From an optimization exercise on the open Yosys and OpenROAD flow, aimed at small area, a short achievable clock period and few clock cycles per item; shortcuts taken in it are not production practice.
At most, simulation tests tie the RTL to the original design; equivalence was not proved.

== try-nickel ==
Design brick_sort, start of the top module:
module brick_sort
   (
    clk,
    rst,
    src_tvalid,
    src_tready,
    src_tdata_raw,
    dest_tvalid,
    dest_tready,
    dest_tdata_raw
    );
clock: 6.0 ns
lec_check: 0
cap_margin: 20
core_margin: 2
core_utilization: 40
cts_buf_list: sky130_fd_sc_hd__clkbuf_8
setup_slack_margin: 2.9
slew_margin: 20
standard.sh (not shown) runs the stock make flow with config.mk's settings and CLKGATE_MAP_FILE= SYNTH_SCRIPT=/design/flow/synth_recipe.tcl, a recipe that flattens the netlist after the stock synthesis.
==> flow/flow/run.sh <==
#!/bin/bash
# Layout flow: the standard flow (standard.sh), except that the
# synthesis step maps the logic with the delay-driven ABC script in
# flow/abc_speed.script instead of ORFS's abc_speed.script.  Synthesis is
# otherwise ORFS's, run by standard.sh with the standard flow's synthesis script, so the
# registers (names, count, cell types) are those of the standard synthesis.
set -euo pipefail
here=$(pwd)
rm -rf "$here/scripts_abc"
cp -r "$FLOW_HOME/scripts" "$here/scripts_abc"
cp "$here/flow/abc_speed.script" "$here/scripts_abc/abc_speed.script"
bash standard.sh SCRIPTS_DIR="$here/scripts_abc" synth > "$here/synth.log" 2>&1
bash standard.sh > "$here/layout.log" 2>&1
==> flow/flow/abc_speed.script <==
strash
dch -f
map -D 1200
topo
buffer -p
upsize -D 1200
dnsize -D 1200
stime -p
Testbench counts of try-nickel, summed over its fixed seeds: cycles 1,008, items 960.
Modified inputs, try-garnet compared to try-nickel
- swapping 2.9 for 3.0 in SETUP_SLACK_MARGIN
==> flow/flow/run.sh <==
#!/bin/bash
# Layout flow: the standard flow (standard.sh) with two changes:
#  - the synthesis step maps the logic with the delay-driven ABC script in
#    flow/abc_speed.script instead of ORFS's abc_speed.script; synthesis is
#    otherwise ORFS's, run by standard.sh with the standard flow's synthesis script, so
#    the registers (names, count, cell types) are those of the standard
#    synthesis;
#  - every input and output port still gets its own buffer, but a
#    buf_1 (BUFFER_PORTS_ARGS) instead of the cell buffer_ports picks.
# Each step's full output is in synth.log and layout.log here, and ORFS's
# per-step logs are under orfs/logs.
set -euo pipefail
here=$(pwd)
rm -rf "$here/scripts_abc"
cp -r "$FLOW_HOME/scripts" "$here/scripts_abc"
cp "$here/flow/abc_speed.script" "$here/scripts_abc/abc_speed.script"
bash standard.sh SCRIPTS_DIR="$here/scripts_abc" synth > "$here/synth.log" 2>&1
bash standard.sh BUFFER_PORTS_ARGS="-buffer_cell sky130_fd_sc_hd__buf_1" finish > "$here/layout.log" 2>&1
==> flow/flow/abc_speed.script <==
strash
dch -f
map -D 1500
topo
buffer -p
upsize -D 1500
dnsize -D 1500
stime -p
Results
- try-garnet completed every stage of the flow, and the final layout passed the timing, design-rule and antenna checks.
- Looking at routed wire length, try-garnet sits 41% lower than try-nickel does.
- The hold slack was comparable across try-garnet and try-nickel.
- The global-route wire length before repair in try-garnet is 0.60 times that in try-nickel.
- In try-garnet, the largest stage delay on the critical path came out 0.06 ns above the value in try-nickel.
- For try-garnet, the end point of the critical path was r2[107], unlike try-nickel, where it was r3[68].
What try-fjord does differently from try-garnet at the input level:
- SETUP_SLACK_MARGIN changed from 3.0 to 2.9
try-fjord: flow completed, timing, DRC and antenna clean
try-fjord vs try-garnet — sequential share of layout area rose 0.51 points.
~same clock buffer and inverter area fraction after layout in try-garnet and try-fjord
Going from try-garnet to try-fjord, total non-filler cell area in the finished layout decreased 1.4%, critical path depth in cells decreased 3.
Compared to try-garnet, try-fjord shows a narrower setup margin.
Register cell area after layout across try-garnet and try-fjord: no real change.
As far as flip-flop and latch count is concerned, try-fjord and try-garnet perform about the same.
Relative to try-garnet, try-fjord improves wire length.
Input-level comparison between try-delta and try-fjord:
- a change of SETUP_SLACK_MARGIN from 2.9 to 3.2
==> flow/flow/run.sh <==
#!/bin/bash
# Layout flow: the standard flow (standard.sh), except that the
# synthesis step maps the logic with the delay-driven ABC script in
# flow/abc_speed.script instead of ORFS's abc_speed.script.  Synthesis is
# otherwise ORFS's, run by standard.sh with the standard flow's synthesis script, so the
# registers (names, count, cell types) are those of the standard synthesis.
set -euo pipefail
here=$(pwd)
rm -rf "$here/scripts_abc"
cp -r "$FLOW_HOME/scripts" "$here/scripts_abc"
cp "$here/flow/abc_speed.script" "$here/scripts_abc/abc_speed.script"
bash standard.sh SCRIPTS_DIR="$here/scripts_abc" synth > "$here/synth.log" 2>&1
bash standard.sh > "$here/layout.log" 2>&1
--- outcome ---
Looking at number of non-clock buffers, try-delta sits above try-fjord. The last element of the critical path comes out r2[112] in one run and r2[49] in the other, namely in try-fjord and try-delta respectively. Against try-fjord, try-delta comes in 8.7% higher on overall routed net length. Going from try-fjord to try-delta, clock period minus final worst setup slack has decreased; global-route wire length before repair now sits higher; worst setup slack climbed 0.14 ns. try-fjord → try-delta: count of buffer and inverter cells on the critical path went up by 1; global-route usage went up by 0.78 points; final design area excluding fillers went up by 6600 um^2; number of buffers between clock root and the deepest sink was more or less identical. From try-fjord to try-delta, total of max-cap violations did not move at all. Required time reported for the critical path endpoint | try-delta below try-fjord.

========
## cedar
brick_sort, a different RTL version from the one above (not shown whole).
For scale: ~4,700 cells after synthesis, roughly 650 flip-flops, about 260 I/O pins, roughly 34,000 um2 of cells after synthesis.
Settings: LEC_CHECK=0, CAP_MARGIN=5, CORE_MARGIN=2, CORE_UTILIZATION=55, CTS_BUF_LIST=sky130_fd_sc_hd__clkbuf_8, PLACE_DENSITY=0.7, SETUP_SLACK_MARGIN=3.0, SLEW_MARGIN=5; clock period 6.0 ns.
==> flow/flow/run.sh <==
#!/bin/bash
# Layout flow: the standard flow (standard.sh) with two changes:
#  - the synthesis step maps the logic with the delay-driven ABC script in
#    flow/abc_speed.script instead of ORFS's abc_speed.script; synthesis is
#    otherwise ORFS's, run by standard.sh with the standard flow's synthesis script, so
#    the registers (names, count, cell types) are those of the standard
#    synthesis;
#  - every input and output port still gets its own buffer, but a
#    buf_1 (BUFFER_PORTS_ARGS) instead of the cell buffer_ports picks.
# Each step's full output is in synth.log and layout.log here, and ORFS's
# per-step logs are under orfs/logs.
set -euo pipefail
here=$(pwd)
rm -rf "$here/scripts_abc"
cp -r "$FLOW_HOME/scripts" "$here/scripts_abc"
cp "$here/flow/abc_speed.script" "$here/scripts_abc/abc_speed.script"
bash standard.sh SCRIPTS_DIR="$here/scripts_abc" synth > "$here/synth.log" 2>&1
bash standard.sh BUFFER_PORTS_ARGS="-buffer_cell sky130_fd_sc_hd__buf_1" finish > "$here/layout.log" 2>&1
==> flow/flow/abc_speed.script <==
strash
dch -f
map -D 1500
topo
buffer -p
upsize -D 1500
dnsize -D 1500
stime -p
Testbench counts of cedar, summed over its fixed seeds: cycles 1,000, items 960.
Here is what was changed in the inputs of maple compared with cedar.
- changing CAP_MARGIN from 5 to 20
- setting CTS_CLUSTER_DIAMETER to 45 for the first time
- setting CTS_CLUSTER_SIZE to 18 for the first time
- changing SLEW_MARGIN from 5 to 20
- changing SETUP_SLACK_MARGIN from 3.0 to 3.05
Notes after the runs:
Run comparison: cedar global routing's busiest layer met2; maple global routing's busiest layer met1
maple vs. cedar: data required time of the critical path picked up an extra 0.04 ns; number of flip-flops and latches roughly the same.
A top layer reached by signal wires of met4 is what maple shows, while met5 belongs to cedar.
In maple relative to cedar, wire length had gone up slightly.
On maple: least setup slack across all paths after layout is 0.054 ns higher than what cedar gave.
Reported for cedar and maple, number of detailed-routing iterations run before antenna repair turned out identical to the last digit.
Changes in xenon relative to maple:
- removing CTS_CLUSTER_SIZE (formerly 18)
- changing SETUP_SLACK_MARGIN from 3.05 to 3.0
- removing CTS_CLUSTER_DIAMETER (formerly 45)
==> flow/flow/abc_speed.script <==
strash
dch -f
map -D 1650
topo
buffer -p
upsize -D 1650
dnsize -D 1650
stime -p
==> comparison <==
Compared xenon vs maple, and post-detailed-routing wire length is up in xenon. Taking maple as the reference, in xenon sequential element share of the synthesized area grew by 0.66 points; met1 track demand over resource lost 2.4 points; detail-routed via count per cell rose about 0.8%. When xenon is measured against maple, its pre-CTS worst setup slack turns out 0.0047 ns higher. Re proportion of layout cells with a drive suffix above 1: xenon is 2.9 points up on maple. Looking only at signed area change from the synthesized netlist to the final layout, and setting everything else aside, the higher value of xenon and maple goes to xenon. Going from maple to xenon, vias after detailed routing grew slightly. Synthesized netlist cell count on xenon is down relative to maple.
[inputs] tundra vs xenon
- PLACE_DENSITY no longer set, was 0.7
- CORE_UTILIZATION now 40, was 55
==> flow/flow/abc_speed.script <==
strash
dch -f
map -D 1800
topo
buffer -p
upsize -D 1800
dnsize -D 1800
stime -p
Results
Compared with xenon, tundra shows final cell count that has gone up by a few percent.
The lower global-route usage came out of tundra.
Final area: tundra worse than xenon
In summary, tundra completed successfully, with a layout that passed the timing, design-rule and antenna checks.
Taking xenon as the reference, in tundra final cycle utilization of the critical path went up by 0.60 points; total die area went up by 37%.

========
## pepper
brick_sort, a different RTL version from the one above (not shown whole).
Size: roughly 4,700 cells after synthesis, roughly 650 flip-flops, about 260 I/O pins.
Settings: LEC_CHECK=0, CAP_MARGIN=20, CORE_MARGIN=2, CORE_UTILIZATION=55, CTS_BUF_LIST=sky130_fd_sc_hd__clkbuf_8, PLACE_DENSITY=0.7, SETUP_SLACK_MARGIN=3.0, SLEW_MARGIN=20; clock period 6.0 ns.
==> flow/flow/abc_speed.script <==
strash
dch -f
map -D 1500
topo
buffer -p
upsize -D 1500
dnsize -D 1500
stime -p
Scripts as last shown in full above: flow/flow/run.sh
Inputs modified between pepper and ember:
# pepper
export LEC_CHECK = 0
export CAP_MARGIN = 20
export CORE_MARGIN = 2
export CORE_UTILIZATION = 55
export CTS_BUF_LIST = sky130_fd_sc_hd__clkbuf_8
export PLACE_DENSITY = 0.7
export SETUP_SLACK_MARGIN = 3.0
export SLEW_MARGIN = 20
create_clock -name core_clock -period 6.0 [get_ports {clk}]
# ember
export LEC_CHECK = 0
export CAP_MARGIN = 20
export CORE_MARGIN = 2
export CORE_UTILIZATION = 55
export CTS_BUF_LIST = sky130_fd_sc_hd__clkbuf_8
export CTS_CLUSTER_DIAMETER = 45
export CTS_CLUSTER_SIZE = 18
export PLACE_DENSITY = 0.7
export SETUP_SLACK_MARGIN = 3.0
export SLEW_MARGIN = 20
create_clock -name core_clock -period 6.0 [get_ports {clk}]
### Flow results
ember | stages: all done | timing, DRC, antenna: all pass
pepper went all the way through synthesis, placement and routing and the layout is clean on timing, DRC and antenna.
Compare ember and pepper | setup slack of the critical path after layout higher: ember
Of ember and pepper, the lower number of buffers created by CTS belongs to ember.
Delta (ember minus pepper): synthesized cell count held steady, routed wire length shrank by 1.2%, area of all placed cells without fillers shrank by 620 um^2.
Maximum fanout along the worst path: ember > pepper
Area added between synthesis and finish delta for ember relative to pepper: 1.9 points lower
Going from pepper to ember, final worst hold slack shrinks by 0.0067 ns.
Global-route usage essentially unchanged between ember and pepper.
Looking at layout clock buffer count across ember and pepper, the one that comes out higher is pepper.
### ember -> quartz
# ember
export LEC_CHECK = 0
export CAP_MARGIN = 20
export CORE_MARGIN = 2
export CORE_UTILIZATION = 55
export CTS_BUF_LIST = sky130_fd_sc_hd__clkbuf_8
export CTS_CLUSTER_DIAMETER = 45
export CTS_CLUSTER_SIZE = 18
export PLACE_DENSITY = 0.7
export SETUP_SLACK_MARGIN = 3.0
export SLEW_MARGIN = 20
create_clock -name core_clock -period 6.0 [get_ports {clk}]
# quartz
export LEC_CHECK = 0
export CAP_MARGIN = 20
export CORE_MARGIN = 2
export CORE_UTILIZATION = 40
export CTS_BUF_LIST = sky130_fd_sc_hd__clkbuf_8
export SETUP_SLACK_MARGIN = 3.0
export SLEW_MARGIN = 20
create_clock -name core_clock -period 6.0 [get_ports {clk}]
Results
Diff ember -> quartz: required time of the critical path lower.
What zinc does differently from quartz at the input level:
# quartz
export LEC_CHECK = 0
export CAP_MARGIN = 20
export CORE_MARGIN = 2
export CORE_UTILIZATION = 40
export CTS_BUF_LIST = sky130_fd_sc_hd__clkbuf_8
export SETUP_SLACK_MARGIN = 3.0
export SLEW_MARGIN = 20
create_clock -name core_clock -period 6.0 [get_ports {clk}]
# zinc
export LEC_CHECK = 0
export CAP_MARGIN = 20
export CORE_MARGIN = 2
export CORE_UTILIZATION = 65
export CTS_BUF_LIST = sky130_fd_sc_hd__clkbuf_8
export PLACE_DENSITY = 0.8
export SETUP_SLACK_MARGIN = 3.0
export SLEW_MARGIN = 20
create_clock -name core_clock -period 6.0 [get_ports {clk}]
Results
zinc: no failed stages, no open violations at the end. Per the comparison of zinc with quartz, logic depth of the worst register-to-register path shows a reduction of 1, area of all placed cells without fillers shows a reduction of 3.2%, final sequential cell count shows no meaningful change. r4[45] as the critical path startpoint was reported by zinc, and r4[43] by quartz.
Function was not checked in any run of this note: the RTL went through the layout flow alone.

========
Another version of the RTL of brick_sort (not shown whole).
Size in the first run: roughly 1,300 flip-flops, ~260 I/O pins.
clock: 6.0 ns
lec_check: 0
cap_margin: 20
core_margin: 2
core_utilization: 40
cts_buf_list: sky130_fd_sc_hd__clkbuf_4
setup_slack_margin: 3.3
slew_margin: 20
run.sh (not shown) runs the stock make flow with config.mk's settings and CLKGATE_MAP_FILE= SYNTH_SCRIPT=/design/flow/synth_recipe.tcl, a recipe that flattens the netlist after the stock synthesis.
Stock flow here: none of the scripts above is used.
The first run finished clean.
Testbench counts at the start, summed over its fixed seeds: cycles 1,040, items 960.
Change:
- CORE_UTILIZATION: 40 -> 60
- CTS_BUF_LIST: sky130_fd_sc_hd__clkbuf_4 -> not set
- PLACE_DENSITY: not set -> 0.72
=> Register-to-register slack gets better by 20 ps. Sequential cell count does not change. Final area climbs slightly. Die area decreases by a quarter to a third. Area after synthesis is unchanged. Sequential share of layout area is lower by 0.47 points. Synthesized cell count stays the same.
Change:
- CORE_UTILIZATION: 60 -> 40
- CTS_BUF_LIST: not set -> sky130_fd_sc_hd__clkbuf_8
- PLACE_DENSITY: 0.72 -> not set
- TNS_END_PERCENT: not set -> 5
=> First-iteration DRC count fell by 7.0%. Wire length rose by 5.1%. Worst setup slack loses 120 ps. Cell area fell by 0.46%.

========
RTL: one of the versions met above, not the one the previous note started from.
Size: ~4700 cells after synthesis, about 260 I/O pins, ~34000 um2 of cells after synthesis.
clock: 6.0 ns
lec_check: 0
cap_margin: 20
core_margin: 2
core_utilization: 55
cts_buf_list: sky130_fd_sc_hd__clkbuf_8
cts_cluster_diameter: 50
cts_cluster_size: 16
place_density: 0.7
setup_slack_margin: 3.0
slew_margin: 20
standard.sh (not shown) runs the stock make flow with config.mk's settings and CLKGATE_MAP_FILE= SYNTH_SCRIPT=/design/flow/synth_recipe.tcl, a recipe that flattens the netlist after the stock synthesis.
Scripts as last shown in full above: flow/flow/run.sh, flow/flow/abc_speed.script
Testbench counts at the start, summed over its fixed seeds: cycles 1,000, items 960.
==> next run, changes <==
--- a/flow/config.mk
+++ b/flow/config.mk
@@ -9,8 +9,5 @@
 export CORE_MARGIN = 2
-export CORE_UTILIZATION = 55
+export CORE_UTILIZATION = 40
 export CTS_BUF_LIST = sky130_fd_sc_hd__clkbuf_8
-export CTS_CLUSTER_DIAMETER = 50
-export CTS_CLUSTER_SIZE = 16
-export PLACE_DENSITY = 0.7
-export SETUP_SLACK_MARGIN = 3.0
+export SETUP_SLACK_MARGIN = 3.15
 export SLEW_MARGIN = 20
What happened: The new run completed with no timing, DRC or antenna violations; maximum frequency came out higher by 6.5%; cell count goes up by 9.6%; routed wire length increases by 11%; sequential share of layout area came out lower by 3.2 points; count of clock-buffer cells in the layout rose by 58; die area is higher by 37%.
==> next run, changes <==
==> flow/flow/abc_speed.script (replaced) <==
strash
dch -f
map -D 1500
topo
buffer -p
upsize -D 1500
dnsize -D 1500
upsize -D 1500
dnsize -D 1500
stime -p
--- a/flow/config.mk
+++ b/flow/config.mk
@@ -9,5 +9,8 @@
 export CORE_MARGIN = 2
-export CORE_UTILIZATION = 40
+export CORE_UTILIZATION = 55
 export CTS_BUF_LIST = sky130_fd_sc_hd__clkbuf_8
-export SETUP_SLACK_MARGIN = 3.15
+export CTS_CLUSTER_DIAMETER = 45
+export CTS_CLUSTER_SIZE = 18
+export PLACE_DENSITY = 0.7
+export SETUP_SLACK_MARGIN = 3.0
 export SLEW_MARGIN = 20
The changed run produced a clean layout.
Utilization rises by 14 points.
Final area falls by 8.5%.
Worst setup slack loses 82 ps.

re-timing with driven ports:
The results above use ideal ports. As a check the final layouts listed here were re-extracted and re-timed, cells and wires unchanged.
Step 1: set_driving_cell puts a clkbuf_16 on clk and a buf_2 on each other input, an assumption about the parent block.
Step 2 moves the port delays by t, midway between the first and last clock arrival at a register: inputs arrive t later, outputs are due t later. That takes back most of the time a late clock gives input paths.
a / b / c = ideal ports / drivers / drivers and shift; a / b = the first two.
run	t, ns	setup WS [ns]	worst hold slack (ns)	cell pins on the clock port's net
try-nickel	0.943	2.866 / 2.866 / 2.016	0.315 / 0.315 / 0.315	1
try-garnet	0.859	3.037 / 3.037 / 2.330	0.316 / 0.316 / 0.316	1
try-fjord	0.863	2.919 / 2.919 / 2.233	0.313 / 0.313 / 0.313	1
try-delta	0.889	3.056 / 3.056 / 2.350	0.320 / 0.320 / 0.320	1
cedar	0.774	2.988 / 2.988 / 2.297	0.320 / 0.320 / 0.320	1
maple	0.753	3.043 / 3.043 / 2.384	0.323 / 0.323 / 0.323	1
xenon	0.788	3.015 / 3.015 / 2.335	0.323 / 0.323 / 0.323	1
tundra	0.794	2.979 / 2.979 / 2.401	0.321 / 0.321 / 0.321	1
pepper	0.778	2.904 / 2.904 / 2.375	0.308 / 0.308 / 0.308	1
ember	0.779	2.959 / 2.959 / 2.327	0.302 / 0.302 / 0.302	1
quartz	0.776	2.984 / 2.984 / 2.374	0.324 / 0.324 / 0.324	1
zinc	0.778	2.768 / 2.768 / 2.387	0.327 / 0.327 / 0.327	1
the first run of note 4	1.241	2.954 / 2.910 / 2.048	0.276 / 0.276 / 0.276	1
the second run of note 4	0.760	3.182 / 3.140 / 2.551	0.310 / 0.310 / 0.310	1
the third run of note 4	0.930	3.066 / 3.027 / 2.221	0.286 / 0.286 / 0.286	1
the first run of note 5	0.745	2.900 / 2.900 / 2.430	0.332 / 0.332 / 0.332	1
the second run of note 5	0.805	3.089 / 3.089 / 2.552	0.323 / 0.323 / 0.323	1
the third run of note 5	0.774	3.007 / 3.007 / 2.535	0.330 / 0.330 / 0.330	1
After both steps setup and hold are still met in every run listed. For the first run of note 4, which loses most, drivers alone change the setup slack by -0.044 ns; drivers and shift together by -0.906 ns.
